From an optimization exercise on the open Yosys and OpenROAD flow, aimed at small area and a short achievable clock period; shortcuts taken in it are not production practice. Where RTL was checked, it was by simulation tests only, not by an equivalence proof against the original. No functional check of the RTL was part of run 1. Power figures rest on the tool's default switching activity, not on a simulated workload.

File: design/flow/standard.sh
#!/bin/bash
# synth_recipe.tcl (not shown) runs the flow's synth.tcl, then flattens the netlist and writes it again
# the make line also repeats each setting of config.mk as NAME=value (left out here)
make -C /OpenROAD-flow-scripts/flow DESIGN_CONFIG=/design/flow/config.mk WORK_HOME=/design/flow/orfs CLKGATE_MAP_FILE= SYNTH_SCRIPT=/design/flow/synth_recipe.tcl "${@:-finish}"
File: design/flow/design.v
module FPadd (
    input         ADD_SUB,
    input  [31:0] FP_A,
    input  [31:0] FP_B,
    input         clk,
    output reg [31:0] FP_Z
);
    integer i, l;
    wire [7:0]  eA = FP_A[30:23], eB = FP_B[30:23];
    wire        zA = ~|eA, zB = ~|eB;
    wire        ffA = &eA, ffB = &eB;
    reg  [7:0]  elt, eeq;
    always @* begin
        elt = ~eA & eB;
        eeq = ~(eA ^ eB);
        for (l = 0; (1 << l) < 8; l = l + 1)
            for (i = 0; i < 8; i = i + 1)
                if (((i >> l) & 1) == 1) begin
                    elt[i] = elt[i] | (eeq[i] & elt[((i >> l) << l) - 1]);
                    eeq[i] = eeq[i] & eeq[((i >> l) << l) - 1];
                end
    end
    wire [4:0]  dAB = eA[4:0] - eB[4:0];
    wire        c   = zA ^ zB;
    wire [2:0]  hA = eA[7:5], hB = eB[7:5];
    wire        geAB = (eA[4:0] >= eB[4:0]), geBA = (eB[4:0] >= eA[4:0]);
    wire        h2AB = ({1'b0, hA} >= {1'b0, hB} + 4'd2), h2BA = ({1'b0, hB} >= {1'b0, hA} + 4'd2);
    wire        h1AB = ({1'b0, hA} == {1'b0, hB} + 4'd1), h1BA = ({1'b0, hB} == {1'b0, hA} + 4'd1);
    wire        zAB  = h2AB | (h1AB & geAB);
    wire        zBA  = h2BA | (h1BA & geBA);
    wire [23:0] mA = {~zA, FP_A[22:0]}, mB = {~zB, FP_B[22:0]};
    reg  [30:0] lt, eqv;
    always @* begin
        lt  = ~FP_A[30:0] & FP_B[30:0];
        eqv = ~(FP_A[30:0] ^ FP_B[30:0]);
        for (l = 0; (1 << l) < 31; l = l + 1)
            for (i = 0; i < 31; i = i + 1)
                if (((i >> l) & 1) == 1) begin
                    lt[i]  = lt[i] | (eqv[i] & lt[((i >> l) << l) - 1]);
                    eqv[i] = eqv[i] & eqv[((i >> l) << l) - 1];
                end
    end
    wire        swp = lt[30];
    wire        xB  = FP_B[31] ^ ~ADD_SUB;
    reg  [23:0] ma1, mb1;
    reg         sa1, sub1, c1, swp1, zab1, zba1, nan1;
    reg  [4:0]  dab1;
    reg  [7:0]  e1;
    always @(posedge clk) begin
        ma1   <= mA;
        mb1   <= mB;
        sa1   <= FP_A[31];
        sub1  <= FP_A[31] ^ xB;
        c1    <= c;
        swp1  <= swp;
        dab1  <= dAB[4:0];
        zab1  <= zAB;
        zba1  <= zBA;
        e1    <= elt[7] ? eB : eA;
        nan1  <= (ffA & |FP_A[22:0]) | (ffB & |FP_B[22:0]) | (ffA & ffB & ~ADD_SUB);
    end
    wire [23:0] L0  = swp1 ? mb1 : ma1;
    wire [23:0] S0  = swp1 ? (ma1 ^ {24{sub1}}) : (mb1 ^ {24{sub1}});
    wire [4:0]  sh  = swp1 ? (~dab1 + {4'd0, ~c1}) : (dab1 - {4'd0, c1});
    wire        shz = swp1 ? zba1 : zab1;
    wire [57:0] sw  = {{31{sub1}}, S0, {3{sub1}}} >> sh;
    wire [26:0] sal = shz ? {27{sub1}} : sw[26:0];
    reg  [23:0] l2;
    reg  [26:0] s2al;
    reg  [7:0]  e2;
    reg         sl2, sub2, nan2;
    always @(posedge clk) begin
        l2    <= L0;
        s2al  <= sal;
        e2    <= e1;
        sl2   <= sa1 ^ (swp1 & sub1);
        sub2  <= sub1;
        nan2  <= nan1;
    end
    wire [27:0] xo = {1'b0, l2, 3'b000};
    wire [27:0] yo = {sub2, s2al};
    reg  [27:0] g, p;
    always @* begin
        g = xo & yo;
        p = xo ^ yo;
        g[0] = g[0] | (p[0] & sub2);
        for (l = 0; (1 << l) < 28; l = l + 1)
            for (i = 0; i < 28; i = i + 1)
                if (((i >> l) & 1) == 1) begin
                    g[i] = g[i] | (p[i] & g[((i >> l) << l) - 1]);
                    p[i] = p[i] & p[((i >> l) << l) - 1];
                end
    end
    wire [27:0] M = (xo ^ yo) ^ {g[26:0], sub2};
    reg  [27:0] m3;
    reg  [7:0]  e3;
    reg         sl3, sub3, nan3;
    always @(posedge clk) begin
        m3   <= {M[27:1], 1'b0};
        e3   <= e2;
        sl3  <= sl2;
        sub3 <= sub2;
        nan3 <= nan2;
    end
    wire [31:0] w = {1'b0, m3[26:0], 1'b1, 3'b000};
    reg  [15:0] v1;  reg [15:0] c1l;
    reg  [7:0]  v2;  reg [15:0] c2l;
    reg  [3:0]  v3;  reg [11:0] c3l;
    reg  [1:0]  v4;  reg [7:0]  c4l;
    reg  [4:0]  cnt1;
    always @* begin
        for (i = 0; i < 16; i = i + 1) begin
            v1[i]  = w[2*i+1] | w[2*i];
            c1l[i] = ~w[2*i+1];
        end
        for (i = 0; i < 8; i = i + 1) begin
            v2[i] = v1[2*i+1] | v1[2*i];
            c2l[2*i+:2] = v1[2*i+1] ? {1'b0, c1l[2*i+1]} : {1'b1, c1l[2*i]};
        end
        for (i = 0; i < 4; i = i + 1) begin
            v3[i] = v2[2*i+1] | v2[2*i];
            c3l[3*i+:3] = v2[2*i+1] ? {1'b0, c2l[2*(2*i+1)+:2]} : {1'b1, c2l[2*(2*i)+:2]};
        end
        for (i = 0; i < 2; i = i + 1) begin
            v4[i] = v3[2*i+1] | v3[2*i];
            c4l[4*i+:4] = v3[2*i+1] ? {1'b0, c3l[3*(2*i+1)+:3]} : {1'b1, c3l[3*(2*i)+:3]};
        end
        cnt1 = v4[1] ? {1'b0, c4l[7:4]} : {1'b1, c4l[3:0]};
    end
    reg  [26:0] msk;
    always @* begin
        for (i = 0; i <= 26; i = i + 1)
            msk[i] = ({1'b0, e3} >= 9'd26 - i);
    end
    wire        zero = ~|m3;
    wire        top  = m3[27] | m3[26];
    wire        isDN = ~top & (e3 == 8'd1);
    wire        keep = top | (e3 == 8'd0) | isDN;
    wire        dnrm = ~|(m3[26:0] & msk);
    reg  [27:0] m4;
    reg  [4:0]  k4;
    reg  [7:0]  e4;
    reg         ez4, s4, nan4, inf4;
    always @(posedge clk) begin
        m4    <= m3;
        k4    <= m3[27] ? 5'd0 : keep ? 5'd1 : dnrm ? e3[4:0] : cnt1;
        e4    <= e3 + 8'd1;
        ez4   <= isDN | (~keep & dnrm) | zero;
        s4    <= sl3 & ~(sub3 & zero);
        nan4  <= nan3;
        inf4  <= (e3 == 8'hFF);   
    end
    wire [28:0] ml = {m4, 1'b0} << k4;
    wire [7:0]  en = ez4 ? 8'd0 : (e4 - {3'b000, k4});
    reg  [24:0] sig5;
    reg  [7:0]  e5;
    reg         s5, nan5, inf5;
    always @(posedge clk) begin
        sig5  <= ml[28:4];
        e5    <= en;
        s5    <= s4;
        nan5  <= nan4;
        inf5  <= inf4;
    end
    reg  [24:0] a;
    always @* begin
        a = sig5;
        for (l = 0; (1 << l) < 25; l = l + 1)
            for (i = 0; i < 25; i = i + 1)
                if (((i >> l) & 1) == 1)
                    a[i] = a[i] & a[((i >> l) << l) - 1];
    end
    wire [22:0] frac = sig5[23:1] ^ a[22:0];
    wire        rc   = a[24];
    wire [7:0]  ez   = rc ? (e5 + 8'd1) : e5;
    wire        infz = inf5 | (ez == 8'hFF);
    always @(posedge clk) begin
        if (nan5)
            FP_Z <= {s5, 8'hFF, 23'h400000};
        else if (infz)
            FP_Z <= {s5, 8'hFF, 23'h000000};
        else
            FP_Z <= {s5, ez, frac};
    end
endmodule
File: design/flow/config.mk
export PLATFORM = sky130hd
export DESIGN_NAME = FPadd
export DESIGN_NICKNAME = FPadd
export VERILOG_FILES = /design/flow/design.v
export SDC_FILE = /design/flow/constraint.sdc
export NUM_CORES = 4
export LEC_CHECK = 0
export CAP_MARGIN = 20
export CORE_MARGIN = 2
export CORE_UTILIZATION = 40
export CTS_BUF_LIST = sky130_fd_sc_hd__clkbuf_8
export SETUP_SLACK_MARGIN = 4.4
export SLEW_MARGIN = 20
File: design/flow/constraint.sdc
create_clock -name core_clock -period 7.0 [get_ports {clk}]
set_input_delay 1.4000 -clock core_clock [delete_from_list [all_inputs] [get_ports {clk}]]
set_output_delay 1.4000 -clock core_clock [all_outputs]
set_load 0.01 [all_outputs]
File: design/flow/flow/run.sh
#!/bin/bash
# The standard layout (standard.sh: the standard ORFS synthesis through
# finish, unchanged) with two differences in how the layout is made:
#  - the buffers that global placement puts on every input and output port
#    are buf_2 cells instead of the default pick (clkdlybuf4s50_1, a slow
#    clock-delay cell);
#  - clock tree synthesis inserts no dummy loads.
set -euo pipefail
cd "$(dirname "$0")/.."
export BUFFER_PORTS_ARGS="-buffer_cell sky130_fd_sc_hd__buf_2"
export CTS_ARGS="-sink_clustering_enable -repair_clock_nets -dont_use_dummy_load -buf_list sky130_fd_sc_hd__clkbuf_8 -sink_clustering_size 16 -sink_clustering_max_diameter 80"
bash standard.sh > standard.log 2>&1
==> results of run 1 <==
[metal layers]
| metal | up-vias | global-route usage |
|---|---|---|
| li1 | 5252 | - |
| met1 | 4854 | 0.2223 |
| met2 | 224 | 0.3107 |
| met3 | 68 | 0.01909 |
| met4 | 0 | 0.05993 |
| met5 | - | 0 |
[cell usage after synthesis (22+ instances only)]
cell	n	area (um2)
nor3_1	29	145.1
ha_1	91	1139
a21oi_1	68	340.3
xor2_1	28	245.2
mux2i_1	79	790.8
nor2_1	109	409.1
nand3_1	28	140.1
clkbuf_1	34	127.6
nand4_1	22	137.6
dfxtp_1	280	5605
o21ai_0	62	310.3
mux4_2	26	585.6
nand2_1	121	454.2
xnor2_1	77	674.4
mux2_2	41	461.7
inv_1	81	304.0
[state kept, by name, summed over array words and instances (netlist names), 5 cells and up]
register / flops
dab1: 5
m3: 27
mb1: 24
m4: 27
e2: 8
ma1: 24
l2: 24
e4: 8
e5: 8
sig5: 25
s2al: 27
FP_Z: 32
e3: 8
k4: 5
e1: 8
[worst reg2reg max path, cell delays in order, from the launching register on]
cell and delay, ps:
dfxtp_2 350, inv_2 40, ha_4 160, ha_4 200, and2_4 170, nor2_4 170, buf_6 150, buf_16 130
buf_6 140, mux2i_2 220, xnor2_1 120, mux2_2 290, a211oi_1 240, a211o_1 140
[per-stage QoR]
step,hold slack (ps),instances,util,area [um2],worst slack [ps]
6_report,331.1,1987,0.4755,16020,4392
3_3_place_gp,311.4,1929,0.4390,14800,3635
4_1_cts,331.4,1964,0.4595,15480,4393
5_1_grt,338.0,1987,0.4755,16020,4308
2_1_floorplan,309.6,1430,-,13920,4183
3_5_place_dp,312.1,1929,0.4390,14800,3581
[layout make-up]
class | count | area share
well taps | 448 | 0.03498
inverters | 83 | 0.02132
flip-flops and latches | 280 | 0.3511
repair buffers | 139 | 0.06137
multi-input cells | 1015 | 0.5123
clock buffers | 22 | 0.01890
[kinds of logic after synthesis]
| group | share of synthesized area |
|---|---|
| buffers and inverters | 0.03992 |
| muxes | 0.1336 |
| DFF | 0.4074 |
| and+or+nand+nor | 0.1446 |
| xor gates and xnor gates | 0.06684 |
| adders and majority gates | 0.09076 |
| AOI/OAI and AO/OA | 0.1169 |
[report_power, final]
group          total [uW]  switching [uW]  internal (uW)  leakage (uW)
registers            2560             419           2140       0.00236
clock network         761             479            282      0.000158
logic                2880            1550           1340       0.00421
total                6200            2440           3760       0.00673
[path summary, 6_finish.rpt]
| check | start | to | slack, ps | cells after the start |
|---|---|---|---|---|
| setup reg to reg | c1$_DFF_P_ | s2al[1]$_DFF_P_ | 4390 | 13 |
| hold reg to reg | sl2$_DFF_P_ | sl3$_DFF_P_ | 330 | 0 |
| setup / recovery | c1$_DFF_P_ | s2al[1]$_DFF_P_ | 4390 | 13 |
| hold / removal | sl2$_DFF_P_ | sl3$_DFF_P_ | 330 | 0 |
[what timing repair did]
| action | CTS | global route |
|---|---|---|
| hold endpoints to repair | 0 | 0 |
| hold buffers | 0 | 0 |
| gates resized for setup | 53 | 89 |
| setup endpoints to repair | 72 | 56 |
| cloned | 2 | 4 |
| pin swaps | 10 | 36 |
| setup buffers | 11 | 19 |
==> reports/summary.txt, run 1 <==
number of global-route vias before repair -> 10,013
initial core utilization -> 0.4083
Distinct cells, synth -> 68
pin slew with the least headroom to its limit -> 1283 ps
num ports -> 98
CP Capture Type -> flip-flop
met1 WL -> 14,590 um
Synth Cell Area -> 13,760 um2
CTS sink count -> 280
Most used DFF post-synth -> dfxtp_1
grt total ovfl -> 0
worst skew pair latency -> 570 ps
Routability Congestion -> 0.9232
initial antenna violation count -> 0
residual DRC count -> 0
Pwr Density -> 386.9 nW/um2
global-route wire length before repair -> 51,440 um
fillers -> 3,221
worst vdd ir -> 0.1518 mV
Post-Route Setup TNS -> 0 ps
total number of yosys warnings -> 1
CP Data Required Time -> 7460 ps
RSZ-0062 raised after global routing -> yes
CTS root buf -> clkbuf_8
commonest non-fill, non-tap cell in the layout -> dfxtp_1
FF+latch area -> 5627 um2
drt pass-1 iters -> 5
mean post-synth cell area -> 9.621 um2
PortBufs -> 97
Crit Path Class -> flip-flop to flip-flop
Iteration-0 DRC Markers -> 511
CP Data Arrival Time -> 3070 ps
Syn Inst Count -> 1,430
Min Clock Period, post-route -> 2608 ps
DR WL met2 -> 15,880 um
Syn Nets -> 1,592
Tcrit/Tclk final -> 0.3726
Leakage -> 0.006729 uW
CORE AREA -> 33,700 um2
ANT nets after route -> 0
H-tree levels -> 1
FF+latch count, synth -> 280
Num CTS Buffers -> 22
# diodes -> 0
status -> timing/DRC/antenna clean
fmax -> 383.4 MHz
Crit Path Max Fanout -> 7
Crit-path slowest cell -> dfxtp_2
Post-synth EDFFs -> 0
DIE HEIGHT -> 189.5 um
max_slew headroom -> 0.1418
most frequent cells in the layout -> dfxtp_1, nand2_1, nor2_1, buf_2
largest net degree at the start of global routing -> 62
CTS tree -> built
met3 WL post-DR -> 1087 um
Vias -> 10,398
Hold Fails Final Rpt -> 0
Avg WL per Cell -> 16.42 um
Post-layout nets -> 1,703
CTS Buffer Depth -> 3
layout cells sized above 1 -> 0.2300
Crit path largest cell delay -> 350 ps
overall power -> 6200 uW
Worst Skew -> 110.8 ps
Die X -> 189.5 um
vias per cell -> 5.233
Rows -> 67
delay-heaviest family, CP -> multiplexers
die outline area -> 35,900 um2
Bufs and invs on worst path -> 4
P&R area growth vs syn -> 16.47%
multi-input logic area -> 8209 um2
CP cell instances -> inv_2, ha_4, ha_4, and2_4, nor2_4, buf_6, buf_16, buf_6, mux2i_2, xnor2_1, mux2_2, a211oi_1, a211o_1
Slew Viols, Final -> 0
uppermost layer routed -> met4
routed wire length -> 32,620 um
Setup crit start kind -> flip-flop
final setup fails -> 0
sequential element share of the synthesized area -> 0.4074
Total GRT Usage -> 0.1756
Tightest Hold Check Type -> flip-flop to flip-flop
post-DP HPWL -> 24,330 um
Clock Pin Slew Worst Setup and Hold Paths -> 100 ps
FFs w/ async S/R, synth -> 0
max-cap violations -> 0
==> run 2: changes to the inputs <==
--- a/design/flow/design.v
+++ b/design/flow/design.v
@@ -43,7 +43,7 @@
     wire        swp = lt[30];
     wire        xB  = FP_B[31] ^ ~ADD_SUB;
     reg  [23:0] ma1, mb1;
-    reg         sa1, sub1, c1, swp1, zab1, zba1, nan1;
+    reg         sa1, sub1, c1, swp1, zab1, zba1, ii1;
     reg  [4:0]  dab1;
     reg  [7:0]  e1;
     always @(posedge clk) begin
@@ -57,7 +57,7 @@
         zab1  <= zAB;
         zba1  <= zBA;
         e1    <= elt[7] ? eB : eA;
-        nan1  <= (ffA & |FP_A[22:0]) | (ffB & |FP_B[22:0]) | (ffA & ffB & ~ADD_SUB);
+        ii1   <= ffA & ffB & ~ADD_SUB;   
     end
     wire [23:0] L0  = swp1 ? mb1 : ma1;
     wire [23:0] S0  = swp1 ? (ma1 ^ {24{sub1}}) : (mb1 ^ {24{sub1}});
@@ -75,7 +75,7 @@
         e2    <= e1;
         sl2   <= sa1 ^ (swp1 & sub1);
         sub2  <= sub1;
-        nan2  <= nan1;
+        nan2  <= ii1 | ((e1 == 8'hFF) & |L0[22:0]);
     end
     wire [27:0] xo = {1'b0, l2, 3'b000};
     wire [27:0] yo = {sub2, s2al};
--- a/design/flow/config.mk
+++ b/design/flow/config.mk
@@ -9,5 +9,5 @@
 export CORE_MARGIN = 2
 export CORE_UTILIZATION = 40
 export CTS_BUF_LIST = sky130_fd_sc_hd__clkbuf_8
-export SETUP_SLACK_MARGIN = 4.4
+export SETUP_SLACK_MARGIN = 4.35
 export SLEW_MARGIN = 20
==> run 2 against run 1 <==
Compared with the run above:
- synthesized cell count down 1.5%
- clock skew down 67 ps
- via count down 1.7%
- power up 0.31%
- cell count down 1.2%
- clock-buffer cell count unchanged
- worst setup slack worse by 87 ps
- clock power about the same
- critical path type is now input port to flip-flop
- largest power group unchanged
==> reports/summary.txt, run 2 <==
status -> timing/DRC/antenna clean
fmax -> 371.0 MHz
Rows -> 67
Tcrit/Tclk final -> 0.3850
top cells by area in the synthesized netlist -> dfxtp_1, ha_1, mux2i_1, xnor2_1, mux4_2
commonest non-fill, non-tap cell in the layout -> dfxtp_1
Slew Viols, Final -> 0
CP Data Arrival Time -> 3140 ps
Avg WL per Cell -> 16.46 um
mean post-synth cell area -> 9.673 um2
CTS tree -> built
max_slew headroom -> 0.3654
final setup fails -> 0
H-tree levels -> 1
worst skew pair latency -> 560 ps
ANT nets after route -> 0
Crit Path Max Fanout -> 2
Final Non-Filler Cells -> 1,964
CORE AREA -> 33,530 um2
CTS root buf -> clkbuf_8
drt pass-1 iters -> 7
CTS hold repair buffers -> 0
R2R Path End -> FP_Z[7]$_SDFF_PP0_
pre-CTS WS -> 3460 ps
Most used DFF post-synth -> dfxtp_1
r2r setup slk -> 4390 ps
reg2reg start -> sig5[9]$_SDFF_PP0_
CP Launch Point -> FP_A[1]
sequential element share of the synthesized area -> 0.4116
Syn Nets -> 1,570
initial antenna violation count -> 0
most frequent cells in the layout -> dfxtp_1, nand2_1, nor2_1, buf_2, ha_1
global-route wire length before repair -> 50,770 um
Num CTS Buffers -> 22
Hold WS -> 328.9 ps
max-cap violations -> 0
largest net degree at the start of global routing -> 62
grt total ovfl -> 0
dpl cells -> 1,912
overall power -> 6219 uW
Syn Inst Count -> 1,408
Final WS setup -> 4305 ps
worst vdd ir -> 0.1860 mV
# diodes -> 0
Total GRT Usage -> 0.1747
CP Capture Type -> flip-flop
FFs w/ async S/R, synth -> 0
Worst Setup EP -> swp1$_DFF_P_
max FFs per register -> 32
Tightest Hold Check Type -> flip-flop to flip-flop
Top reg by flops -> FP_Z
post-DP HPWL -> 24,380 um
Clock Pin Slew Worst Setup and Hold Paths -> 100 ps
Setup crit start kind -> input port
Hold Path Cell Cnt -> 0
residual DRC count -> 0
Post-layout nets -> 1,680
Worst Skew -> 43.89 ps
Crit Path Class -> input port to flip-flop
CTS Buffer Depth -> 3
Min Clock Period, post-route -> 2695 ps
FF+latch count, synth -> 280
DIE HEIGHT -> 188.5 um
RSZ-0062 raised after global routing -> yes
num ports -> 98
initial core utilization -> 0.4062
most frequent cells after synthesis -> dfxtp_1, nand2_1, nor2_1
number of global-route vias before repair -> 9,965
vias per cell -> 5.205
CP Data Required Time -> 7450 ps
Iteration-0 DRC Markers -> 522
total number of yosys warnings -> 1
most frequent cell after synthesis -> dfxtp_1
Routability Congestion -> 0.8911
PortBufs -> 97
CTS sink count -> 280
routed wire length -> 32,320 um
area leader, netlist -> dfxtp_1
P&R area growth vs syn -> 16.42%
layout cells sized above 1 -> 0.2282
Distinct cells, synth -> 68
Pwr Density -> 392.3 nW/um2
r2r worst-path depth -> 8
Synth Cell Area -> 13,620 um2
Post-synth EDFFs -> 0
pin slew with the least headroom to its limit -> 950.9 ps
Post-Route Setup TNS -> 0 ps
Die X -> 188.5 um
Hold Fails Final Rpt -> 0
post-synth top area share -> 0.4116
die outline area -> 35,540 um2
Vias -> 10,223
Leakage -> 0.006696 uW
run 2: changes by cell type after synthesis, moves of 4 or more:
| cell | before | now |
|---|---|---|
| nor2b_1 | 18 | 14 |
| nand3_1 | 28 | 34 |
| buf_2 | 10 | 14 |
| nor3_1 | 29 | 21 |
| nand2_1 | 121 | 128 |
| o22ai_1 | 10 | 6 |
| o21ai_0 | 62 | 55 |
| clkbuf_1 | 34 | 29 |
| or3_1 | 7 | 1 |
run 2: per-layer routing:
layer  vias up  track usage  routed length (um)
met4         0      0.06100                1167
met1      4762       0.2136               13920
met2       229       0.3170               16230
met3        70      0.01956                1011
li1       5162            -                   -
met5         -            0                   0
run 2: critical path, stage by stage:
cell      delay (ps)
buf_6            100
inv_4             50
ha_4             190
nand2_2           50
o21bai_1          70
a21oi_1          180
o21ai_1          130
o41ai_2          430
a21oi_2          140
o41ai_2          290
a31oi_1          110
run 2: power breakdown:
part           total, uW  leakage [uW]  switching [uW]  internal, uW
Sequential          2530       0.00236             395          2140
Combinational       2930       0.00418            1580          1350
Clock                759      0.000158             477           282
run 2: cell type report:
cell class	count	area [um2]
multi-input cells	993	8127
repair buffers	135	899.6
flip-flops and latches	280	5625
inverters	86	340.3
fillers	3185	17680
well taps	448	560.5
clock buffers	22	302.8
run 2: how the worst min path moves through the flow:
| stage | to | slack [ps] | from |
|---|---|---|---|
| 6_report | e3[0]$_DFF_P_ | 330 | e2[0]$_DFF_P_ |
| 5_1_grt | e2[5]$_DFF_P_ | 330 | e1[5]$_DFF_P_ |
| 4_1_cts | e3[0]$_DFF_P_ | 330 | e2[0]$_DFF_P_ |
| 3_5_place_dp | inf5$_DFF_P_ | 310 | inf4$_DFF_P_ |
| 3_3_place_gp | sl3$_DFF_P_ | 310 | sl2$_DFF_P_ |
| 2_1_floorplan | FP_Z[31]$_DFF_P_ | 310 | s5$_DFF_P_ |
run 2: cell families (layout without fill, tap and decap cells):
logic type	Yosys count	in the layout	share of synthesized area
mux	146	146	0.1360
flops	280	280	0.4116
simple gates	395	398	0.1377
compound gates	244	244	0.1132
buf+inv	138	243	0.04051
xor+xnor	109	109	0.07010
fa+ha+maj	96	96	0.09095
run 2: through the flow:
stage / util / area [um2]
floorplan: - / 13770
global placement: 0.4374 / 14670
detailed placement: 0.4374 / 14670
CTS: 0.4548 / 15250
global route: 0.4728 / 15860
finish: 0.4728 / 15860
run 2: repair_timing:
item                       4_1_cts  5_1_grt
cloned                           1        6
setup endpoints to repair       64       59
gates resized for setup         52       78
setup buffers                    7       16
pin swaps                       13       28
==> run 3: changes to the inputs <==
--- a/design/flow/config.mk
+++ b/design/flow/config.mk
@@ -9,5 +9,5 @@
 export CORE_MARGIN = 2
 export CORE_UTILIZATION = 40
 export CTS_BUF_LIST = sky130_fd_sc_hd__clkbuf_8
-export SETUP_SLACK_MARGIN = 4.35
+export SETUP_SLACK_MARGIN = 4.2
 export SLEW_MARGIN = 20
==> run 3 against run 2 <==
Compared with the run above:
- still clean on timing, DRC and antenna
- clock skew rose by 21 ps
- die area unchanged
- fmax up 0.15%
- non-clock buffer count decreased by 13
- global-route usage decreased by 0.36 points
- sequential share of layout area increased by 1.4 points
- design area shrank 4.0%
- clock power about the same
- via count decreased by 2.8%
- critical path type unchanged
==> reports/summary.txt, run 3 <==
Rows -> 67
CTS root buf -> clkbuf_8
residual DRC count -> 0
Avg WL per Cell -> 15.75 um
Tcrit/Tclk final -> 0.3845
drt pass-1 iters -> 6
pin slew with the least headroom to its limit -> 745.4 ps
number of global-route vias before repair -> 9,930
mux contribution to synthesized area -> 0.1360
Clock Pin Slew Worst Setup and Hold Paths -> 90 ps
Num CTS Buffers -> 22
Vias -> 9,936
DIE HEIGHT -> 188.5 um
status -> timing/DRC/antenna clean
Compound-Gate Fraction of Synth Area -> 0.1132
post-synth top area share -> 0.4116
# diodes -> 0
total number of yosys warnings -> 1
FF+latch area -> 5617 um2
max-cap violations -> 0
num ports -> 98
most frequent cells in the layout -> dfxtp_1, nand2_1, nor2_1, buf_2, ha_1
H-tree levels -> 1
CORE AREA -> 33,530 um2
fmax -> 371.6 MHz
Final Non-Filler Cells -> 1,948
r2r worst-path depth -> 12
Post-Synth Adder-Cell Area -> 0.09095
XOR/XNOR share of the synthesized area -> 0.07010
Final WS setup -> 4309 ps
most frequent cells after synthesis -> dfxtp_1, nand2_1, nor2_1
post-DP HPWL -> 24,060 um
Crit Path Max Fanout -> 2
FF+latch count, synth -> 280
Hold Fails Final Rpt -> 0
FFs w/ async S/R, synth -> 0
largest net degree at the start of global routing -> 62
grt total ovfl -> 0
largest family of logic cells by synthesized area -> simple AND/OR/NAND/NOR gates
Synth Cell Area -> 13,620 um2
area leader, netlist -> dfxtp_1
Routability Congestion -> 0.8828
final setup fails -> 0
mean post-synth cell area -> 9.673 um2
Hold Path Cell Cnt -> 0
worst skew pair latency -> 550 ps
RSZ-0062 raised after global routing -> yes
Syn Inst Count -> 1,408
Leakage -> 0.006545 uW
CTS tree -> built
Min Clock Period, post-route -> 2691 ps
global-route wire length before repair -> 49,860 um
Post-layout nets -> 1,664
max FFs per register -> 32
die outline area -> 35,540 um2
max_slew headroom -> 0.5025
most frequent cell after synthesis -> dfxtp_1
simple-gate area share of the yosys netlist -> 0.1377
Die X -> 188.5 um
Setup crit start kind -> input port
Slew Viols, Final -> 0
fillers -> 3,299
initial antenna violation count -> 0
P&R area growth vs syn -> 11.77%
Tightest Hold Check Type -> flip-flop to flip-flop
Total GRT Usage -> 0.1711
CP Capture Type -> flip-flop
dpl cells -> 1,913
routed wire length -> 30,670 um
Post-synth EDFFs -> 0
top cells by area in the synthesized netlist -> dfxtp_1, ha_1, mux2i_1, xnor2_1, mux4_2
vias per cell -> 5.101
multi-input logic area -> 7690 um2
layout cells sized above 1 -> 0.1827
Distinct cells, synth -> 68
CP Launch Point -> FP_A[1]
Top reg by flops -> FP_Z
CTS sink count -> 280
ANT nets after route -> 0
CP Data Arrival Time -> 3110 ps
PortBufs -> 97
Pwr Density -> 394.6 nW/um2
worst vdd ir -> 0.1834 mV
Crit Path Class -> input port to flip-flop
CP Data Required Time -> 7420 ps
commonest non-fill, non-tap cell in the layout -> dfxtp_1
pre-CTS WS -> 3525 ps
min-delay src -> e1[7]$_DFF_P_
sequential element share of the synthesized area -> 0.4116
Iteration-0 DRC Markers -> 358
Post-Route Setup TNS -> 0 ps
initial core utilization -> 0.4062
Syn Nets -> 1,570
CTS Buffer Depth -> 3
Worst Skew -> 65.26 ps
reg2reg start -> c1$_DFF_P_
Most used DFF post-synth -> dfxtp_1
[run 3: cell counts after synthesis]
No cell type changed its count.
[run 3: repair_timing]
action / 4_1_cts / 5_1_grt
gates resized for setup: 19 / 34
endpoints found under the hold margin: 0 / 0
hold buffers: 0 / 0
pin swaps: 2 / 7
setup endpoints to repair: 63 / 48
cloned: 0 / 1
setup buffers: 4 / 8
[run 3: worst max-delay path, cell delays in order]
cell and delay (ps):
buf_2 80, inv_1 40, ha_1 280, nand2_1 70, o21bai_1 70, a21oi_1 170
o21ai_0 150, o41ai_2 390, a21oi_2 140, o41ai_2 210, a31oi_1 110
[run 3: path summary, 6_finish.rpt]
kind / to / slack [ps]
max reg2reg: s2al[4]$_DFF_P_ / 4310
min reg2reg: e2[7]$_DFF_P_ / 320
min: e2[7]$_DFF_P_ / 320
max: swp1$_DFF_P_ / 4310
[run 3: area by class of cell]
class | instances | area share
Multi-Input combinational cell | 990 | 0.5052
Sequential cell | 280 | 0.3690
Timing Repair Buffer | 122 | 0.04743
Tap cell | 448 | 0.03682
Inverter | 86 | 0.02170
Clock buffer | 22 | 0.01989
[run 3: through the flow]
step           hold slack (ps)  cell area [um2]  total power [uW]    util
5_1_grt                  335.1            15220              6494  0.4540
3_5_place_dp             312.8            14580              5188  0.4348
4_1_cts                  316.7            14980              5995  0.4468
6_report                 323.5            15220              6006  0.4540
2_1_floorplan            309.6            13660              4428       -
3_3_place_gp             312.8            14580              5161  0.4348
[run 3: where the power goes]
group	leakage [uW]	internal [uW]	switching, uW
clock	0.000158	281	478
sequential	0.00236	2130	383
combinational	0.00403	1240	1490
[run 3: cells by family (layout without fill, tap and decap cells)]
group / count (synthesis) / count (layout)
flip-flops: 280 / 280
AO/OA/AOI/OAI: 244 / 244
buffers and inverters: 138 / 230
multiplexers: 146 / 146
XOR/XNOR: 109 / 109
adder cells (fa/ha/maj): 96 / 96
AND/OR/NAND/NOR: 395 / 395
[run 3: metal layers]
layer | track usage | routed length, um | vias to the layer above
met4 | 0.04627 | 620 | 0
met1 | 0.2041 | 13140 | 4582
met3 | 0.02086 | 1002 | 42
met5 | 0 | 0 | -
met2 | 0.3218 | 15910 | 194
li1 | - | - | 5118
==> run 4: changes to the inputs <==
--- a/design/flow/config.mk
+++ b/design/flow/config.mk
@@ -9,5 +9,5 @@
 export CORE_MARGIN = 2
 export CORE_UTILIZATION = 40
 export CTS_BUF_LIST = sky130_fd_sc_hd__clkbuf_8
-export SETUP_SLACK_MARGIN = 4.2
+export SETUP_SLACK_MARGIN = 4.25
 export SLEW_MARGIN = 20
==> run 4 against run 3 <==
Compared with the run above:
- still clean on timing, DRC and antenna
- design area grew 0.44%
- sequential share of layout area shrank 0.16 points
- power grew 0.30%
- first-iteration DRC count grew 13%
- die area is the same
- clock-buffer cell count shrank 1
- via count grew 0.45%
- highest routed layer unchanged
- global-route usage grew 0.13 points
- critical endpoint is now k4[2]$_SDFF_PP0_
- clock power shrank 0.8%
- largest power group unchanged
==> reports/summary.txt, run 4 <==
number of global-route vias before repair -> 9,951
routed wire length -> 30,750 um
P&R area growth vs syn -> 12.26%
top cells by area in the synthesized netlist -> dfxtp_1, ha_1, mux2i_1, xnor2_1, mux4_2
Clock Pin Slew Worst Setup and Hold Paths -> 100 ps
CP Data Arrival Time -> 3180 ps
most frequent cells in the layout -> dfxtp_1, nand2_1, nor2_1, buf_2, ha_1
CTS root buf -> clkbuf_8
Num CTS Buffers -> 21
DIE HEIGHT -> 188.5 um
status -> timing/DRC/antenna clean
Final WS setup -> 4317 ps
Min Clock Period, post-route -> 2683 ps
met1 WL -> 13,330 um
post-synth top area share -> 0.4116
Avg WL per Cell -> 15.78 um
max FFs per register -> 32
final setup fails -> 0
Leakage -> 0.006546 uW
post-DP HPWL -> 24,100 um
Synth Cell Area -> 13,620 um2
fmax -> 372.7 MHz
initial antenna violation count -> 0
reg2reg start -> e3[1]$_DFF_P_
Die X -> 188.5 um
Hold Fails Final Rpt -> 0
total number of yosys warnings -> 1
Tightest Hold Check Type -> flip-flop to flip-flop
Top reg by flops -> FP_Z
r2r worst-path depth -> 11
Slew Viols, Final -> 0
fillers -> 3,274
most frequent cells after synthesis -> dfxtp_1, nand2_1, nor2_1
Most used DFF post-synth -> dfxtp_1
worst skew pair latency -> 560 ps
mean post-synth cell area -> 9.673 um2
FFs w/ async S/R, synth -> 0
Total GRT Usage -> 0.1724
die outline area -> 35,540 um2
area leader, netlist -> dfxtp_1
Crit Path Max Fanout -> 10
Iteration-0 DRC Markers -> 404
pre-CTS WS -> 3471 ps
R2R Path End -> k4[2]$_SDFF_PP0_
uppermost layer routed -> met4
Syn Nets -> 1,570
vias per cell -> 5.121
CP Data Required Time -> 7500 ps
max_slew headroom -> 0.4880
initial core utilization -> 0.4062
CP Capture Type -> flip-flop
pin slew with the least headroom to its limit -> 761.0 ps
Rows -> 67
DR WL met2 -> 15,680 um
Hold Path Cell Cnt -> 0
Vias -> 9,981
Setup crit start kind -> flip-flop
Crit Path Class -> flip-flop to flip-flop
Post-Route Setup TNS -> 0 ps
Post-synth EDFFs -> 0
largest net degree at the start of global routing -> 62
CTS tree -> built
overall power -> 6024 uW
Routability Congestion -> 0.8652
global-route wire length before repair -> 50,250 um
worst vdd ir -> 0.1938 mV
CTS sink count -> 280
drt pass-1 iters -> 6
# diodes -> 0
CTS Buffer Depth -> 3
r2r setup slk -> 4320 ps
Tcrit/Tclk final -> 0.3833
num ports -> 98
RSZ-0062 raised after global routing -> yes
Pwr Density -> 394.0 nW/um2
ANT nets after route -> 0
CP Launch Point -> e3[1]$_DFF_P_
Post-layout nets -> 1,665
Syn Inst Count -> 1,408
residual DRC count -> 0
FF+latch count, synth -> 280
Worst Skew -> 47.15 ps
Worst Setup EP -> k4[2]$_SDFF_PP0_
met3 WL post-DR -> 882 um
CTS hold repair buffers -> 0
max-cap violations -> 0
sequential element share of the synthesized area -> 0.4116
PortBufs -> 97
layout cells sized above 1 -> 0.1885
most frequent cell after synthesis -> dfxtp_1
H-tree levels -> 1
commonest non-fill, non-tap cell in the layout -> dfxtp_1
grt total ovfl -> 0
CORE AREA -> 33,530 um2
Distinct cells, synth -> 68
==> run 4: cell counts after synthesis <==
No cell type changed its count.
==> run 4: per-layer routing <==
layer / vias to the layer above / global-route usage
li1: 5120 / -
met1: 4635 / 0.2047
met2: 177 / 0.3255
met3: 49 / 0.01974
met4: 0 / 0.04838
met5: - / 0
==> run 4: final cells by class <==
cell class              count  area [um2]  share of cell area
multi-input cells         990        7741              0.5063
flip-flops and latches    280        5617              0.3674
repair buffers            124       742.0             0.04853
well taps                 448       560.5             0.03666
inverters                  86       339.1             0.02218
clock buffers              21       289.0             0.01890
==> run 4: what timing repair did <==
action	CTS	global route
setup buffers	5	8
setup endpoints to repair	59	47
endpoints found under the hold margin	0	0
gates resized for setup	27	31
gates cloned	0	1
pin swaps	6	12
==> run 4: worst min-delay path by stage <==
stage | startpoint | to | slack [ps]
floorplan | s5$_DFF_P_ | FP_Z[31]$_DFF_P_ | 310
global placement | sl2$_DFF_P_ | sl3$_DFF_P_ | 310
detailed placement | sl2$_DFF_P_ | sl3$_DFF_P_ | 310
CTS | e1[6]$_DFF_P_ | e2[6]$_DFF_P_ | 310
global route | e2[1]$_DFF_P_ | e3[1]$_DFF_P_ | 310
finish | e2[1]$_DFF_P_ | e3[1]$_DFF_P_ | 310
==> run 4: worst max-delay path, cell delays in order (launching register included) <==
cell	delay (ps)
dfxtp_4	430
clkinvlp_4	180
ha_2	240
or2b_4	240
a21oi_1	70
o21ai_1	190
nand2_1	70
nand3_1	140
nor4_4	60
buf_4	180
or4b_2	640
a21oi_1	170
==> run 4: cell families after synthesis <==
logic type / share of synthesized area
AOI/OAI and AO/OA: 0.1132
xor gates and xnor gates: 0.07010
adders and majority gates: 0.09095
buffers and inverters: 0.04051
DFF: 0.4116
muxes: 0.1360
and+or+nand+nor: 0.1377
==> run 4: power breakdown <==
| group | total, uW | switching [uW] | internal [uW] |
|---|---|---|---|
| combinational | 2760 | 1500 | 1250 |
| sequential | 2510 | 378 | 2130 |
| clock | 754 | 484 | 270 |
| total | 6020 | 2370 | 3660 |
==> run 4: through the flow <==
stage | util | hold slack, ps | cells | instance area, um2
after floorplan | - | 309.6 | 1408 | 13720
after global placement | 0.4366 | 313.7 | 1914 | 14640
after detailed placement | 0.4366 | 312.8 | 1914 | 14640
after CTS | 0.4498 | 312.8 | 1940 | 15080
after global routing | 0.4559 | 309.4 | 1949 | 15290
final | 0.4559 | 307.5 | 1949 | 15290
==> run 5: changes to the inputs <==
==> design/flow/config.mk (replaced) <==
export PLATFORM = sky130hd
export DESIGN_NAME = FPadd
export DESIGN_NICKNAME = FPadd
export VERILOG_FILES = /design/flow/design.v
export SDC_FILE = /design/flow/constraint.sdc
export NUM_CORES = 4
export LEC_CHECK = 0
export CAP_MARGIN = 0
export CORE_MARGIN = 2
export CORE_UTILIZATION = 40
export CTS_BUF_LIST = sky130_fd_sc_hd__clkbuf_8
export SETUP_SLACK_MARGIN = 4.3
export SLEW_MARGIN = 0
==> run 5 against run 4 <==
Compared with the run above:
- still clean
- via count grew 1.4%
- clock power rose by 0.5%
- sequential cell count did not move
- core utilization increased by 0.37 points
- combinational power about the same
- sequential power barely moved
- non-clock buffer count is the same
- sequential share of layout area down 0.29 points
- clock skew is 14 ps lower
- wire length rose by 1.4%
==> reports/summary.txt, run 5 <==
initial antenna violation count -> 0
Distinct cells, synth -> 68
Tightest Hold Check Type -> flip-flop to flip-flop
Die X -> 188.5 um
max FFs per register -> 32
mux contribution to synthesized area -> 0.1360
routed wire length -> 31,190 um
Slew Viols, Final -> 0
Pwr Density -> 393.1 nW/um2
Synth Cell Area -> 13,620 um2
most frequent cell after synthesis -> dfxtp_1
FF+latch count, synth -> 280
CP Data Arrival Time -> 3060 ps
Post-layout nets -> 1,667
Worst Skew -> 32.90 ps
Hold Fails Final Rpt -> 0
Syn Inst Count -> 1,408
Avg WL per Cell -> 15.99 um
H-tree levels -> 1
drt pass-1 iters -> 5
die outline area -> 35,540 um2
Post-synth EDFFs -> 0
RSZ-0062 raised after global routing -> yes
Top reg by flops -> FP_Z
P&R area growth vs syn -> 13.17%
Most used DFF post-synth -> dfxtp_1
DIE HEIGHT -> 188.5 um
r2r setup slk -> 4370 ps
Iteration-0 DRC Markers -> 467
hold endpoint -> e3[5]$_DFF_P_
area leader, netlist -> dfxtp_1
final setup fails -> 0
Rows -> 67
sequential element share of the synthesized area -> 0.4116
post-synth top area share -> 0.4116
CTS sink count -> 280
number of global-route vias before repair -> 9,820
max_slew headroom -> 0.4946
simple-gate area share of the yosys netlist -> 0.1377
fmax -> 380.1 MHz
most frequent cells after synthesis -> dfxtp_1, nand2_1, nor2_1
PortBufs -> 97
# diodes -> 0
Crit Path Class -> flip-flop to flip-flop
num ports -> 98
largest family of logic cells by synthesized area -> simple AND/OR/NAND/NOR gates
Min Clock Period, post-route -> 2631 ps
most frequent cells in the layout -> dfxtp_1, nand2_1, nor2_1, buf_2, ha_1
Syn Nets -> 1,570
status -> timing/DRC/antenna clean
CORE AREA -> 33,530 um2
Compound-Gate Fraction of Synth Area -> 0.1132
total number of yosys warnings -> 1
global-route wire length before repair -> 49,740 um
Hold Path Cell Cnt -> 0
top cells by area in the synthesized netlist -> dfxtp_1, ha_1, mux2i_1, xnor2_1, mux4_2
commonest non-fill, non-tap cell in the layout -> dfxtp_1
mean post-synth cell area -> 9.673 um2
post-DP HPWL -> 24,210 um
residual DRC count -> 0
Leakage -> 0.006584 uW
min-delay src -> e2[5]$_DFF_P_
Post-Synth Adder-Cell Area -> 0.09095
CTS tree -> built
CP Capture Type -> flip-flop
Clock Pin Slew Worst Setup and Hold Paths -> 90 ps
vias per cell -> 5.186
Final Non-Filler Cells -> 1,951
CTS Buffer Depth -> 3
max-cap violations -> 0
Tcrit/Tclk final -> 0.3759
grt total ovfl -> 0
XOR/XNOR share of the synthesized area -> 0.07010
Total GRT Usage -> 0.1705
Vias -> 10,118
initial core utilization -> 0.4062
largest net degree at the start of global routing -> 62
r2r worst-path depth -> 12
Post-Route Setup TNS -> 0 ps
worst vdd ir -> 0.1748 mV
CP Data Required Time -> 7430 ps
FFs w/ async S/R, synth -> 0
worst skew pair latency -> 550 ps
dpl cells -> 1,912
reg2reg start -> c1$_DFF_P_
R2R Path End -> s2al[4]$_DFF_P_
pin slew with the least headroom to its limit -> 751.2 ps
Setup crit start kind -> flip-flop
ANT nets after route -> 0
layout cells sized above 1 -> 0.1956
Routability Congestion -> 0.9129
Crit Path Max Fanout -> 12
Num CTS Buffers -> 22
CTS root buf -> clkbuf_8
run 5: how the worst max path moves through the flow:
stage | slack, ps | startpoint | cells after the start | endpoint
2_1_floorplan | 4180 | FP_B[9] | 9 | swp1$_DFF_P_
3_3_place_gp | 3550 | FP_A[1] | 11 | swp1$_DFF_P_
5_1_grt | 4260 | c1$_DFF_P_ | 12 | s2al[4]$_DFF_P_
6_report | 4370 | c1$_DFF_P_ | 12 | s2al[4]$_DFF_P_
3_5_place_dp | 3500 | FP_B[1] | 10 | swp1$_DFF_P_
4_1_cts | 4260 | c1$_DFF_P_ | 12 | s2al[4]$_DFF_P_
run 5: logic make-up after synthesis:
group / Yosys count
flip-flops: 280
adder cells (fa/ha/maj): 96
AO/OA/AOI/OAI: 244
buffers and inverters: 138
AND/OR/NAND/NOR: 395
XOR/XNOR: 109
multiplexers: 146
run 5: cell type report:
type / instances / area [um2]
multi-input cells: 991 / 7854
well taps: 448 / 560.5
flip-flops and latches: 280 / 5618
clock buffers: 22 / 302.8
inverters: 86 / 335.3
repair buffers: 124 / 742.0
fillers: 3238 / 18120
run 5: report_power, final:
group          leakage (uW)  internal (uW)  switching (uW)
registers           0.00236           2140             387
logic               0.00407           1260            1520
clock network      0.000158            281             477
total               0.00658           3680            2380
run 5: metal layers:
layer	GRT usage	up-vias	share of wire
met5	0	-	0
met4	0.05859	0	0.033
met3	0.01918	67	0.028
li1	-	5123	-
met1	0.2019	4747	0.43
met2	0.3177	181	0.51
run 5: timing repair:
item / in CTS / in global routing
cloned: 0 / 2
hold buffers: 0 / 0
pin swaps: 7 / 18
endpoints found under the setup margin: 66 / 49
hold endpoints to repair: 0 / 0
setup buffers: 4 / 11
resized for setup: 32 / 36
run 5: per-stage QoR:
stage	area (um2)	hold WS [ps]	total power, uW	util	setup WS [ps]
after floorplan	13750	309.6	4437	-	4183
after global placement	14660	314.0	5183	0.4372	3551
after detailed placement	14660	312.8	5208	0.4372	3501
after CTS	15140	336.0	6042	0.4516	4260
after global routing	15410	337.5	6527	0.4596	4260
final	15410	330.0	6058	0.4596	4369
run 5: critical path, cell delays in order (launching register included):
cell,delay [ps]
dfxtp_1,340
inv_1,70
ha_4,160
ha_1,250
and2_1,210
nor2_4,150
buf_12,160
mux2i_4,230
xnor2_1,90
nor2b_1,160
a211oi_2,230
a211oi_1,90
or3_1,360
==> run 6: changes to the inputs <==
==> design/flow/config.mk (replaced) <==
export PLATFORM = sky130hd
export DESIGN_NAME = FPadd
export DESIGN_NICKNAME = FPadd
export VERILOG_FILES = /design/flow/design.v
export SDC_FILE = /design/flow/constraint.sdc
export NUM_CORES = 4
export LEC_CHECK = 0
export CAP_MARGIN = 20
export CORE_MARGIN = 2
export CORE_UTILIZATION = 40
export CTS_BUF_LIST = sky130_fd_sc_hd__clkbuf_8
export PLACE_DENSITY = 0.75
export SETUP_SLACK_MARGIN = 4.3
export SLEW_MARGIN = 20
==> run 6 against run 5 <==
Compared with the run above:
- still clean on timing, DRC and antenna
- clock power fell by 3.0%
- via count rose by 1.1%
- sequential share of layout area fell by 0.28 points
- wire length fell by 2.1%
- combinational power barely moved
- critical path depth did not move
- clock-buffer cell count fell by 1
- register-to-register slack got worse by 90 ps
- largest cell class unchanged
- largest power group unchanged
- highest routed layer unchanged
==> reports/summary.txt, run 6 <==
number of global-route vias before repair -> 10,097
Post-synth EDFFs -> 0
sequential element share of the synthesized area -> 0.4116
FF+latch count, synth -> 280
most frequent cells in the layout -> dfxtp_1, nand2_1, nor2_1, buf_2, ha_1
Min Clock Period, post-route -> 2719 ps
largest net degree at the start of global routing -> 49
Post-Route Setup TNS -> 0 ps
Setup crit start kind -> flip-flop
Pwr Density -> 391.4 nW/um2
initial core utilization -> 0.4062
Syn Inst Count -> 1,408
CTS tree -> built
Worst Skew -> 40.75 ps
PortBufs -> 97
fin util -> 0.4635
max FFs per register -> 32
mean post-synth cell area -> 9.673 um2
r2r worst-path depth -> 12
routed wire length -> 30,550 um
WP depth -> 12
Total GRT Usage -> 0.1676
worst skew pair latency -> 550 ps
H-tree levels -> 1
Iteration-0 DRC Markers -> 671
most frequent cell after synthesis -> dfxtp_1
layout cells sized above 1 -> 0.2094
post-synth top area share -> 0.4116
die outline area -> 35,540 um2
drt pass-1 iters -> 6
RSZ-0062 raised after global routing -> yes
Crit Path Class -> flip-flop to flip-flop
most frequent cells after synthesis -> dfxtp_1, nand2_1, nor2_1
pin slew with the least headroom to its limit -> 907.7 ps
num ports -> 98
area leader, netlist -> dfxtp_1
fmax -> 367.8 MHz
pre-CTS WS -> 3555 ps
initial antenna violation count -> 0
sequential power share -> 0.416
Gate power share -> 0.463
placed cell area -> 14,640 um2
vias per cell -> 5.226
internal power -> 3690 uW
CP cell instances -> inv_1, ha_4, ha_1, and2_2, nor2_4, buf_12, mux2i_1, xnor2_1, nor2b_1, a211oi_1, a211oi_1, or3_1
CP Capture Type -> flip-flop
fillers -> 3,159
DIE HEIGHT -> 188.5 um
CTS root buf -> clkbuf_8
CTS sink count -> 280
Hold Fails Final Rpt -> 0
Hold Path Cell Cnt -> 0
CP Data Required Time -> 7450 ps
ANT nets after route -> 0
residual DRC count -> 0
# diodes -> 0
Most used DFF post-synth -> dfxtp_1
grt total ovfl -> 0
Distinct cells, synth -> 68
final setup fails -> 0
Num CTS Buffers -> 21
top cells by area in the synthesized netlist -> dfxtp_1, ha_1, mux2i_1, xnor2_1, mux4_2
Hold WS -> 325.5 ps
Vias -> 10,228
Routability Congestion -> 0.9226
Post-layout nets -> 1,673
Crit path largest cell delay -> 340 ps
Final WS setup -> 4281 ps
global-route wire length before repair -> 49,290 um
FFs w/ async S/R, synth -> 0
Die X -> 188.5 um
Slew Viols, Final -> 0
Top reg by flops -> FP_Z
commonest non-fill, non-tap cell in the layout -> dfxtp_1
Synth Cell Area -> 13,620 um2
max-cap violations -> 0
Tightest Hold Check Type -> flip-flop to flip-flop
post-DP HPWL -> 23,420 um
Bufs and invs on worst path -> 2
Tcrit/Tclk final -> 0.3884
post-route cell area -> 15,540 um2
Clock Pin Slew Worst Setup and Hold Paths -> 110 ps
P_sw -> 2393 uW
Syn Nets -> 1,570
Avg WL per Cell -> 15.61 um
CP Data Arrival Time -> 3170 ps
delay-heaviest family, CP -> simple AND/OR/NAND/NOR gates
P&R area growth vs syn -> 14.11%
clock share of power -> 0.121
Top cell by count, worst path -> a211oi_1
Crit Path Max Fanout -> 12
status -> timing/DRC/antenna clean
Crit-path slowest cell -> dfxtp_2
Leakage -> 0.006605 uW
CORE AREA -> 33,530 um2
CTS Buffer Depth -> 3
worst vdd ir -> 0.1896 mV
Rows -> 67
Sw Share -> 0.3934
total number of yosys warnings -> 1
max_slew headroom -> 0.3926
## run 6: area by class of cell
type / count / area (um2) / area share
inverters: 86 / 337.8 / 0.02174
multi-input cells: 990 / 7918 / 0.5095
repair buffers: 132 / 814.5 / 0.05241
flip-flops and latches: 280 / 5622 / 0.3617
well taps: 448 / 560.5 / 0.03607
clock buffers: 21 / 289.0 / 0.01860
## run 6: cell families after synthesis
group / after synthesis / synth area share
adders and majority gates: 96 / 0.09095
xor gates and xnor gates: 109 / 0.07010
muxes: 146 / 0.1360
buffers and inverters: 138 / 0.04051
DFF: 280 / 0.4116
and+or+nand+nor: 395 / 0.1377
AOI/OAI and AO/OA: 244 / 0.1132
## run 6: routing by layer
layer	up-vias	share of wire	track usage
met5	-	0	0
met2	273	0.49	0.2978
met4	0	0.045	0.07752
li1	5139	-	-
met1	4737	0.43	0.2022
met3	79	0.035	0.01956
## run 6: power by group through the flow
stage / sequential [uW] / clock [uW] / combinational, uW
after CTS: 2530 / 766 / 2680
after floorplan: 2460 / 0 / 1970
after global placement: 2540 / 0 / 2570
after detailed placement: 2560 / 0 / 2610
final: 2530 / 735 / 2810
after global routing: 2600 / 825 / 3120
## run 6: worst reg2reg max path: stages (launching register included)
cell and delay [ps]:
dfxtp_2 340, inv_1 60, ha_4 160, ha_1 270, and2_2 240, nor2_4 150, buf_12 180, mux2i_1 250
xnor2_1 130, nor2b_1 170, a211oi_1 240, a211oi_1 80, or3_1 340
## run 6: path summary, 6_finish.rpt
kind	start	endpoint	slack (ps)
min reg2reg	sl2$_DFF_P_	sl3$_DFF_P_	330
min	sl2$_DFF_P_	sl3$_DFF_P_	330
max reg2reg	c1$_DFF_P_	s2al[4]$_DFF_P_	4280
max	c1$_DFF_P_	s2al[4]$_DFF_P_	4280
## run 6: per-stage QoR
| step | cells | power [uW] |
|---|---|---|
| 2_1_floorplan | 1408 | 4437 |
| 3_3_place_gp | 1909 | 5119 |
| 3_5_place_dp | 1909 | 5174 |
| 4_1_cts | 1937 | 5969 |
| 5_1_grt | 1957 | 6537 |
| 6_report | 1957 | 6083 |
## run 6: what timing repair did
action	in CTS	in global routing
pin swaps	6	15
buffers inserted	7	18
hold endpoints to repair	0	0
endpoints found under the setup margin	70	65
hold buffers	0	0
resized for setup	32	58
cloned	0	2
==> run 7: changes to the inputs <==
--- a/design/flow/config.mk
+++ b/design/flow/config.mk
@@ -9,6 +9,6 @@
 export CORE_MARGIN = 2
 export CORE_UTILIZATION = 40
 export CTS_BUF_LIST = sky130_fd_sc_hd__clkbuf_8
-export PLACE_DENSITY = 0.75
+export PLACE_DENSITY = 0.45
 export SETUP_SLACK_MARGIN = 4.3
 export SLEW_MARGIN = 20
==> run 7 against run 6 <==
Compared with the run above:
- die area stayed put
- worst setup slack gained 84 ps
- core utilization up 0.62 points
- combinational power is 4% higher
- sequential share of layout area decreased by 0.42 points
- non-clock buffer count down 2
- first-iteration DRC count shrank 46%
- clock power up 7.5%
- critical endpoint is now swp1$_DFF_P_
- largest power group unchanged
==> reports/summary.txt, run 7 <==
H-tree levels -> 1
CORE AREA -> 33,530 um2
final setup fails -> 0
Crit path largest cell delay -> 320 ps
clock share of power -> 0.126
sequential element share of the synthesized area -> 0.4116
routed wire length -> 34,720 um
Post-Route Setup TNS -> 0 ps
number of global-route vias before repair -> 10,002
Crit-path slowest cell -> o41ai_2
P_sw -> 2524 uW
R2R Path End -> FP_Z[3]$_SDFF_PP0_
most frequent cells after synthesis -> dfxtp_1, nand2_1, nor2_1
CTS tree -> built
hold endpoint -> e3[5]$_DFF_P_
total number of yosys warnings -> 1
CP Data Arrival Time -> 3060 ps
most frequent cell after synthesis -> dfxtp_1
num ports -> 98
Worst Skew -> 58.79 ps
initial core utilization -> 0.4062
mean post-synth cell area -> 9.673 um2
Total GRT Usage -> 0.1916
CTS Buffer Depth -> 3
FF+latch area -> 5630 um2
# diodes -> 0
post-route cell area -> 15,750 um2
layout cells sized above 1 -> 0.2285
max FFs per register -> 32
CP cell instances -> buf_2, inv_6, ha_4, a21o_1, a21o_1, a211oi_2, o21bai_1, a31oi_1, a21oi_2, o41ai_2, a31oi_1
pin slew with the least headroom to its limit -> 888.9 ps
fmax -> 379.5 MHz
P&R area growth vs syn -> 15.64%
area leader, netlist -> dfxtp_1
largest net degree at the start of global routing -> 62
Hold Path Cell Cnt -> 0
CP Data Required Time -> 7430 ps
commonest non-fill, non-tap cell in the layout -> dfxtp_1
ANT nets after route -> 0
fillers -> 3,289
initial antenna violation count -> 0
Sw Share -> 0.4024
top cells by area in the synthesized netlist -> dfxtp_1, ha_1, mux2i_1, xnor2_1, mux4_2
Slew Viols, Final -> 0
drt pass-1 iters -> 5
Post-synth EDFFs -> 0
FFs w/ async S/R, synth -> 0
die outline area -> 35,540 um2
global-route wire length before repair -> 54,500 um
Post-layout nets -> 1,674
FF+latch count, synth -> 280
Leakage -> 0.006643 uW
r2r worst-path depth -> 7
CP Capture Type -> flip-flop
status -> timing/DRC/antenna clean
placed cell area -> 14,670 um2
Setup crit start kind -> input port
DIE HEIGHT -> 188.5 um
Clock Pin Slew Worst Setup and Hold Paths -> 90 ps
Rows -> 67
RSZ-0062 raised after global routing -> yes
Pwr Density -> 398.3 nW/um2
Syn Inst Count -> 1,408
worst skew pair latency -> 570 ps
most frequent cells in the layout -> dfxtp_1, nand2_1, nor2_1, buf_2, ha_1
multi-input logic area -> 8054 um2
Avg WL per Cell -> 17.73 um
CTS root buf -> clkbuf_8
post-synth top area share -> 0.4116
Top reg by flops -> FP_Z
Gate power share -> 0.467
Tcrit/Tclk final -> 0.3765
Tightest Hold Check Type -> flip-flop to flip-flop
Min Clock Period, post-route -> 2635 ps
internal power -> 3749 uW
max-cap violations -> 0
vias per cell -> 5.171
Routability Congestion -> 0.8502
reg2reg start -> sig5[12]$_SDFF_PP0_
Vias -> 10,124
residual DRC count -> 0
Crit Path Max Fanout -> 2
Num CTS Buffers -> 23
min-delay src -> e2[5]$_DFF_P_
sequential power share -> 0.407
Hold Fails Final Rpt -> 0
Die X -> 188.5 um
PortBufs -> 97
grt total ovfl -> 0
post-DP HPWL -> 26,830 um
max_slew headroom -> 0.4067
CTS sink count -> 280
Crit Path Class -> input port to flip-flop
Most used DFF post-synth -> dfxtp_1
Synth Cell Area -> 13,620 um2
Iteration-0 DRC Markers -> 361
worst vdd ir -> 0.1486 mV
Distinct cells, synth -> 68
Syn Nets -> 1,570
r2r setup slk -> 4390 ps
==> run 7: cell counts after synthesis <==
Identical to the previous run, type by type.
==> run 7: worst max path at each step <==
| stage | startpoint | to | slack, ps |
|---|---|---|---|
| 2_1_floorplan | FP_B[9] | swp1$_DFF_P_ | 4180 |
| 3_3_place_gp | FP_B[1] | swp1$_DFF_P_ | 3450 |
| 3_5_place_dp | FP_B[1] | swp1$_DFF_P_ | 3340 |
| 4_1_cts | sig5[0]$_SDFF_PP0_ | FP_Z[13]$_SDFF_PP0_ | 4290 |
| 5_1_grt | FP_A[1] | swp1$_DFF_P_ | 4260 |
| 6_report | FP_A[9] | swp1$_DFF_P_ | 4360 |
==> run 7: critical path, delay by kind of cell <==
| family | cells | cell delay (ps) |
|---|---|---|
| compound gates | 8 | 1300 |
| fa+ha+maj | 1 | 180 |
| buf+inv | 2 | 180 |
==> run 7: metrics by stage <==
stage / utilization / hold slack [ps] / setup slack (ps) / std cells / total power, uW
4_1_cts: 0.4534 / 331.2 / 4291 / 1943 / 6206
6_report: 0.4697 / 327.4 / 4365 / 1958 / 6273
3_3_place_gp: 0.4372 / 309.7 / 3449 / 1912 / 5342
2_1_floorplan: - / 309.6 / 4183 / 1408 / 4437
3_5_place_dp: 0.4376 / 312.1 / 3343 / 1913 / 5325
5_1_grt: 0.4697 / 335.0 / 4261 / 1958 / 6768
==> run 7: cell families (layout without fill, tap and decap cells) <==
family / after synthesis / count (layout) / share of synthesized area
xor gates and xnor gates: 109 / 109 / 0.07010
muxes: 146 / 146 / 0.1360
AOI/OAI and AO/OA: 244 / 244 / 0.1132
and+or+nand+nor: 395 / 396 / 0.1377
DFF: 280 / 280 / 0.4116
buffers and inverters: 138 / 239 / 0.04051
adders and majority gates: 96 / 96 / 0.09095
==> run 7: timing repair <==
action	4_1_cts	5_1_grt
setup buffers	6	12
hold buffers	0	0
pin swaps	6	26
resized for setup	39	89
setup endpoints to repair	65	63
cloned	1	3
==> run 7: routing by layer <==
metal,up-vias,track usage,share of wire
met1,4721,0.2342,0.43
met5,-,0,0
li1,5147,-,-
met4,0,0.06520,0.033
met2,193,0.3491,0.50
met3,63,0.02030,0.030
==> run 7: power groups by stage <==
stage                     combinational, uW  clock [uW]  sequential (uW)
after global placement                 2760           0             2580
after global routing                   3260         890             2620
after CTS                              2820         836             2550
after floorplan                        1970           0             2460
after detailed placement               2740           0             2580
final                                  2930         790             2550
==> run 7: layout make-up <==
cell class                      count  share of cell area
Clock buffer                       23             0.02010
Sequential cell                   280              0.3575
Timing Repair Buffer              130             0.05379
Multi-Input combinational cell    991              0.5114
Inverter                           86             0.02161
Tap cell                          448             0.03559
==> run 8: changes to the inputs <==
--- a/design/flow/config.mk
+++ b/design/flow/config.mk
@@ -9,6 +9,5 @@
 export CORE_MARGIN = 2
 export CORE_UTILIZATION = 40
 export CTS_BUF_LIST = sky130_fd_sc_hd__clkbuf_8
-export PLACE_DENSITY = 0.45
 export SETUP_SLACK_MARGIN = 4.3
 export SLEW_MARGIN = 20
==> run 8 against run 7 <==
Compared with the run above:
- fmax grew 0.16%
- core utilization shrank 1.0 points
- clock skew shrank 26 ps
- die area is the same
- clock-buffer cell count shrank 1
- wire length shrank 10%
- first-iteration DRC count grew 29%
- critical path depth grew 1
- sequential share of layout area grew 0.70 points
- sequential power is essentially flat
- power shrank 3.4%
==> reports/summary.txt, run 8 <==
Rows -> 67
CTS sink count -> 280
Post-Route Setup TNS -> 0 ps
Tightest Hold Check Type -> flip-flop to flip-flop
Pwr Density -> 393.1 nW/um2
residual DRC count -> 0
post-DP HPWL -> 24,210 um
Synth Cell Area -> 13,620 um2
Tcrit/Tclk final -> 0.3759
layout cells sized above 1 -> 0.1956
fmax -> 380.1 MHz
commonest non-fill, non-tap cell in the layout -> dfxtp_1
largest net degree at the start of global routing -> 62
CTS hold repair buffers -> 0
Num CTS Buffers -> 22
CTS Buffer Depth -> 3
routed wire length -> 31,190 um
max-cap violations -> 0
delay-heaviest family, CP -> simple AND/OR/NAND/NOR gates
CTS root buf -> clkbuf_8
sequential element share of the synthesized area -> 0.4116
pin slew with the least headroom to its limit -> 751.2 ps
ANT nets after route -> 0
Crit Path Class -> flip-flop to flip-flop
status -> timing/DRC/antenna clean
Post-synth EDFFs -> 0
Leakage -> 0.006584 uW
grt total ovfl -> 0
CP Data Arrival Time -> 3060 ps
die outline area -> 35,540 um2
Routability Congestion -> 0.9129
Avg WL per Cell -> 15.99 um
post-synth top area share -> 0.4116
CTS tree -> built
CP cell instances -> inv_1, ha_4, ha_1, and2_1, nor2_4, buf_12, mux2i_4, xnor2_1, nor2b_1, a211oi_2, a211oi_1, or3_1
P&R area growth vs syn -> 13.17%
final setup fails -> 0
overall power -> 6058 uW
mean post-synth cell area -> 9.673 um2
Most used DFF post-synth -> dfxtp_1
Crit-path slowest cell -> or3_1
Iteration-0 DRC Markers -> 467
total number of yosys warnings -> 1
Distinct cells, synth -> 68
# diodes -> 0
top cells by area in the synthesized netlist -> dfxtp_1, ha_1, mux2i_1, xnor2_1, mux4_2
Slew Viols, Final -> 0
Syn Inst Count -> 1,408
Syn Nets -> 1,570
post-route cell area -> 15,410 um2
Crit Path Max Fanout -> 12
worst skew pair latency -> 550 ps
Bufs and invs on worst path -> 2
Top reg by flops -> FP_Z
number of global-route vias before repair -> 9,820
Die X -> 188.5 um
most frequent cell after synthesis -> dfxtp_1
Total GRT Usage -> 0.1705
Crit path largest cell delay -> 360 ps
Hold Fails Final Rpt -> 0
most frequent cells after synthesis -> dfxtp_1, nand2_1, nor2_1
Clock Pin Slew Worst Setup and Hold Paths -> 90 ps
num ports -> 98
CP Capture Type -> flip-flop
Min Clock Period, post-route -> 2631 ps
Worst Skew -> 32.90 ps
FF+latch count, synth -> 280
DIE HEIGHT -> 188.5 um
most frequent cells in the layout -> dfxtp_1, nand2_1, nor2_1, buf_2, ha_1
CP Data Required Time -> 7430 ps
initial core utilization -> 0.4062
initial antenna violation count -> 0
Post-layout nets -> 1,667
Setup crit start kind -> flip-flop
Vias -> 10,118
max FFs per register -> 32
worst vdd ir -> 0.1748 mV
H-tree levels -> 1
vias per cell -> 5.186
area leader, netlist -> dfxtp_1
PortBufs -> 97
RSZ-0062 raised after global routing -> yes
FFs w/ async S/R, synth -> 0
max_slew headroom -> 0.4946
global-route wire length before repair -> 49,740 um
drt pass-1 iters -> 5
placed cell area -> 14,660 um2
CORE AREA -> 33,530 um2
## run 8: cell types whose count changed in the layout (fill, tap and decap cells not counted), sizes merged
cell    change
buf         -4
clkbuf      -3
## run 8: final cells by class
| type | count | area [um2] |
|---|---|---|
| Multi-Input combinational cell | 991 | 7854 |
| Clock buffer | 22 | 302.8 |
| Tap cell | 448 | 560.5 |
| Inverter | 86 | 335.3 |
| Timing Repair Buffer | 124 | 742.0 |
| Sequential cell | 280 | 5618 |
| Fill cell | 3238 | 18120 |
## run 8: power breakdown
part | leakage (uW) | switching, uW | internal [uW]
clock | 0.000158 | 477 | 281
combinational | 0.00407 | 1520 | 1260
sequential | 0.00236 | 387 | 2140
## run 8: what timing repair did
| action | 4_1_cts | 5_1_grt |
|---|---|---|
| buffers inserted | 4 | 11 |
| pin swaps | 7 | 18 |
| resized for setup | 32 | 36 |
| setup endpoints to repair | 66 | 49 |
| gates cloned | 0 | 2 |
## run 8: path summary, 6_finish.rpt
check,endpoint,start,slack (ps),cells after the start
worst max-delay path,s2al[4]$_DFF_P_,c1$_DFF_P_,4370,12
worst min-delay path,e3[5]$_DFF_P_,e2[5]$_DFF_P_,330,0
worst max register to register,s2al[4]$_DFF_P_,c1$_DFF_P_,4370,12
worst min register to register,e3[5]$_DFF_P_,e2[5]$_DFF_P_,330,0
## run 8: metal layers
metal | track usage | vias to the layer above | routed length [um]
met4 | 0.05859 | 0 | 1027
met1 | 0.2019 | 4747 | 13330
met2 | 0.3177 | 181 | 15980
li1 | - | 5123 | -
met5 | 0 | - | 0
met3 | 0.01918 | 67 | 859
## run 8: logic make-up (layout without fill, tap and decap cells)
kind of cell               Yosys count  after routing  synth area share
AOI/OAI and AO/OA                  244            244            0.1132
DFF                                280            280            0.4116
adders and majority gates           96             96           0.09095
xor gates and xnor gates           109            109           0.07010
buffers and inverters              138            232           0.04051
and+or+nand+nor                    395            396            0.1377
muxes                              146            146            0.1360
## run 8: worst register-to-register path, stage by stage, from the launching register on
cell and delay [ps]:
dfxtp_1 340, inv_1 70, ha_4 160, ha_1 250, and2_1 210, nor2_4 150, buf_12 160, mux2i_4 240
xnor2_1 90, nor2b_1 160, a211oi_2 230, a211oi_1 90, or3_1 360
## run 8: through the flow
stage                     setup WS (ps)  std cells  utilization  hold slack (ps)
after floorplan                    4183       1408            -            309.6
after global placement             3551       1912       0.4372            314.0
after detailed placement           3501       1912       0.4372            312.8
after CTS                          4260       1938       0.4516            336.0
after global routing               4260       1951       0.4596            337.5
final                              4369       1951       0.4596            330.0

-- re-timing with driven ports --
No port has a modelled driver above. Below, the same layouts with a new extraction and two added sets of constraints.
Step 1 (the two cells are an assumption about what drives the block):
set clk [get_ports {clk}]
set_driving_cell -lib_cell sky130_fd_sc_hd__clkbuf_16 $clk
set_driving_cell -lib_cell sky130_fd_sc_hd__buf_2 [delete_from_list [all_inputs] $clk]
Step 2, shift: input delay + t, output delay - t, t = (earliest + latest rising clock arrival at the registers) / 2. This alone moves slack from input paths to output paths.
Slacks: ideal ports / drivers / drivers and shift; pairs: ideal ports / drivers.
run	shift t [ns]	setup WS [ns]	pins driven straight from the clock port
run 1	0.557	4.392 / 4.392 / 3.914	1
run 2	0.588	4.305 / 4.318 / 3.730	1
run 3	0.569	4.309 / 4.312 / 3.763	1
run 4	0.584	4.317 / 4.317 / 3.883	1
run 5	0.583	4.369 / 4.369 / 3.832	1
run 6	0.576	4.281 / 4.281 / 3.842	1
run 7	0.590	4.365 / 4.377 / 3.787	1
run 8	0.583	4.369 / 4.369 / 3.832	1
After both steps setup and hold are still met in every run listed. The setup slack of run 7, which loses most, moves by +0.012 ns with the drivers and by -0.578 ns with both steps.
